From an optimization exercise on the open Yosys and OpenROAD flow, aimed at small area and a short achievable clock period; shortcuts taken in it are not production practice.
At most, simulation tests tie the RTL to the original design; equivalence was not proved.
Power is estimated from default activity; no workload was simulated.

==> flow/design.v <==
module softplus8_pla (
    input  wire clk,
    input  wire rst,
    input  wire signed [15:0] x,
    output wire [15:0] y
);
  wire neg0 = x[15];
  wire tz0 = ~|x[6:0];
  wire [3:0] am0 = x[10:7] ^ {4{neg0}};
  wire big0 = neg0 ? ~&x[14:11] : |x[14:11];
  wire pos0 = ~neg0;                                         
  wire ge9 = am0[3] & (am0[2] | am0[1] | am0[0]);
  wire seg70 = ~neg0 & (big0 | ge9);                         
  wire zero0 = neg0 & (big0 | (am0[3] & am0[2]) | (am0 == 4'd11 & tz0));   
  wire [2:0] jh0 = (big0 | ge9) ? 3'd0 :
                   {am0 <= 4'd2, am0 >= 4'd3 & am0 <= 4'd5, am0 >= 4'd6};    
  wire inc0 = tz0 & ~big0 & (neg0 ? (am0 == 4'd2 | am0 == 4'd5) : am0 == 4'd9);
  wire dec0 = tz0 & ~big0 & (neg0 ? am0 == 4'd8 : (am0 == 4'd3 | am0 == 4'd6));
  wire [7:0] u0 = pos0 ? 8'd128 - {1'b0, x[6:0]} : {1'b0, x[6:0]};
  wire [7:0] K0;
  assign K0[0] = (~am0[0] & am0[1]) | (~am0[2] & ~am0[3]) | (am0[1] & am0[3]) | (~am0[0] & ~am0[2]) | (am0[0] & ~am0[1] & am0[2]);
  assign K0[1] = (~am0[0] & ~am0[3]) | (am0[1] & ~am0[2]);
  assign K0[2] = (~am0[1] & ~am0[2]) | (am0[0] & ~am0[2] & ~am0[3]) | (am0[0] & ~am0[1]);
  assign K0[3] = (am0[0] & ~am0[1] & ~am0[3]) | (am0[2]);
  assign K0[4] = (am0[0] & ~am0[1] & ~am0[2] & ~am0[3]) | (~am0[0] & am0[1] & ~am0[2] & ~am0[3]) | (~am0[0] & ~am0[1] & am0[2]);
  assign K0[5] = (am0[1] & ~am0[2] & ~am0[3]);
  assign K0[6] = (am0[0] & ~am0[1] & ~am0[2] & ~am0[3]);
  assign K0[7] = (~am0[0] & ~am0[1] & ~am0[2] & ~am0[3]);
  wire nz0 = ~tz0 | x[7];
  wire [8:0] Ke0 = zero0 ? 9'd0 : seg70 ? (nz0 ? -9'sd119 : -9'sd118) : {1'b0, K0};
  reg [14:7] xh1;
  reg [7:0] u1;
  reg [8:0] Ke1;
  reg [2:0] jh1;
  reg pos1, seg71, ci1, dec1;
  wire [13:0] w = {6'd0, u1};
  wire [13:0] rA = jh1[2] ? w << 5 : jh1[1] ? w << 3 : jh1[0] ? w << 1 : seg71 ? {~xh1[14:8], 7'd0} : 14'd0;
  wire [13:0] rB = jh1[2] ? w << 3 : jh1[1] ? w << 2 : jh1[0] ? w : 14'd0;
  wire [13:0] rC = jh1[2] ? w << 1 : jh1[1] ? w : 14'd0;
  wire [13:0] s1 = rA ^ rB ^ rC;
  wire [13:0] c1 = ((rA & rB) | (rA & rC) | (rB & rC)) << 1;
  wire [7:0] lo = {1'b0, s1[6:0]} + {1'b0, c1[6:0]};
  wire usep = pos1 | seg71;
  wire [9:0] Pl = dec1 ? {{3{~(usep & xh1[7])}}, 7'h7f} :
                  usep ? {2'b0, xh1[7], ~u1[6:0] & {7{~u1[7]}}} : 10'd0;
  wire [9:0] PK = Pl + {Ke1[8], Ke1} + {9'd0, ci1};
  reg [6:0] ph2;
  reg [9:0] PK2;
  reg [6:0] S2, C2;
  reg c72;
  wire [9:0] sl = PK2 + {3'd0, S2} + {3'd0, C2} + {9'd0, c72};
  reg [7:0] fl3;
  reg [6:0] ph3;
  reg [1:0] d3;
  wire [6:0] fh = ph3 + {{5{d3[1]}}, d3};
  reg [14:0] f4;
  always @(posedge clk) begin
    xh1 <= x[14:7]; u1 <= u0; jh1 <= jh0; Ke1 <= Ke0;
    pos1 <= pos0; seg71 <= seg70; dec1 <= dec0;
    ci1 <= tz0 ? inc0 : pos0;
    ph2 <= usep ? xh1[14:8] : 7'd0; PK2 <= PK; S2 <= s1[13:7]; C2 <= c1[13:7]; c72 <= lo[7];
    fl3 <= sl[7:0]; ph3 <= ph2; d3 <= sl[9:8];
  end
  always @(posedge clk or posedge rst)
    if (rst) f4 <= 15'd0;
    else f4 <= {fh, fl3};
  assign y = {1'b0, f4};
endmodule
Settings: LEC_CHECK=0, ABC_AREA=1, CAP_MARGIN=20, CORE_MARGIN=2, CORE_UTILIZATION=70, SETUP_SLACK_MARGIN=3.3, SLEW_MARGIN=20; clock period 5.5 ns.
standard.sh (not shown) runs the stock make flow with config.mk's settings and CLKGATE_MAP_FILE= SYNTH_SCRIPT=/design/flow/synth_recipe.tcl, a recipe that flattens the netlist after the stock synthesis.
==> flow/flow/run.sh <==
#!/bin/bash
set -o pipefail
cp standard.sh standard_copy.log
export BUFFER_PORTS_ARGS="-buffer_cell sky130_fd_sc_hd__buf_2"
bash standard.sh > standard.log 2>&1
The starting point ran to the end with no violations.
Then changed:
--- a/flow/design.v
+++ b/flow/design.v
@@ -27,12 +27,11 @@
   assign K0[6] = (am0[0] & ~am0[1] & ~am0[2] & ~am0[3]);
   assign K0[7] = (~am0[0] & ~am0[1] & ~am0[2] & ~am0[3]);
   wire nz0 = ~tz0 | x[7];
-  wire [8:0] Ke0 = zero0 ? 9'd0 : seg70 ? (nz0 ? -9'sd119 : -9'sd118) : {1'b0, K0};
   reg [14:7] xh1;
   reg [7:0] u1;
-  reg [8:0] Ke1;
+  reg [7:0] K1;
   reg [2:0] jh1;
-  reg pos1, seg71, ci1, dec1;
+  reg pos1, seg71, zero1, nz1, ci1, dec1;
   wire [13:0] w = {6'd0, u1};
   wire [13:0] rA = jh1[2] ? w << 5 : jh1[1] ? w << 3 : jh1[0] ? w << 1 : seg71 ? {~xh1[14:8], 7'd0} : 14'd0;
   wire [13:0] rB = jh1[2] ? w << 3 : jh1[1] ? w << 2 : jh1[0] ? w : 14'd0;
@@ -43,7 +42,8 @@
   wire usep = pos1 | seg71;
   wire [9:0] Pl = dec1 ? {{3{~(usep & xh1[7])}}, 7'h7f} :
                   usep ? {2'b0, xh1[7], ~u1[6:0] & {7{~u1[7]}}} : 10'd0;
-  wire [9:0] PK = Pl + {Ke1[8], Ke1} + {9'd0, ci1};
+  wire [9:0] Ke = zero1 ? 10'd0 : seg71 ? (nz1 ? -10'sd119 : -10'sd118) : {2'b0, K1};
+  wire [9:0] PK = Pl + Ke + {9'd0, ci1};
   reg [6:0] ph2;
   reg [9:0] PK2;
   reg [6:0] S2, C2;
@@ -55,8 +55,8 @@
   wire [6:0] fh = ph3 + {{5{d3[1]}}, d3};
   reg [14:0] f4;
   always @(posedge clk) begin
-    xh1 <= x[14:7]; u1 <= u0; jh1 <= jh0; Ke1 <= Ke0;
-    pos1 <= pos0; seg71 <= seg70; dec1 <= dec0;
+    xh1 <= x[14:7]; u1 <= u0; jh1 <= jh0; K1 <= K0;
+    pos1 <= pos0; seg71 <= seg70; zero1 <= zero0; nz1 <= nz0; dec1 <= dec0;
     ci1 <= tz0 ? inc0 : pos0;
     ph2 <= usep ? xh1[14:8] : 7'd0; PK2 <= PK; S2 <= s1[13:7]; C2 <= c1[13:7]; c72 <= lo[7];
     fl3 <= sl[7:0]; ph3 <= ph2; d3 <= sl[9:8];
What happened:
- The new run finished clean
- setup slack improved by 0.099 ns
- clock power rose by about 5%
- power rose by about 1.7%
- sequential share of layout area barely changes
- final cell count rose by 5.2%
- global-route usage rose by 0.61 points
- first-iteration DRC count fell by 31%
- register-to-register slack improved by 0.099 ns
- via count rose by about 4.4%
- final area rose by about 1.3%
- die area rose by 1.7%
The RTL of the first run of this note was laid out without a check of its function.

## static timing again, ports no longer ideal
No port has a modelled driver above. Below, the same layouts with a new extraction and two added sets of constraints. Step 1: set_driving_cell puts a clkbuf_16 on clk and a buf_2 on each other input, an assumption about the parent block. Step 2 also shifts input and output timing later by t, the mid clock arrival at the registers, as if the neighbouring blocks saw the same clock. Three values: no drivers, after step 1, after step 2; two values: the first two.
run | t (ns) | setup WS [ns] | worst setup path at the end | latest minus earliest clock arrival (ns)
the first run | 0.386 | 3.257 / 3.257 / 3.094 | input to register | 0.014 / 0.014
the second run | 0.391 | 3.357 / 3.357 / 3.072 | input to register | 0.011 / 0.010
After both steps setup and hold are still met in every run listed. The setup slack of the second run, which loses most, moves by 0.000 ns with the drivers and by -0.285 ns with both steps.
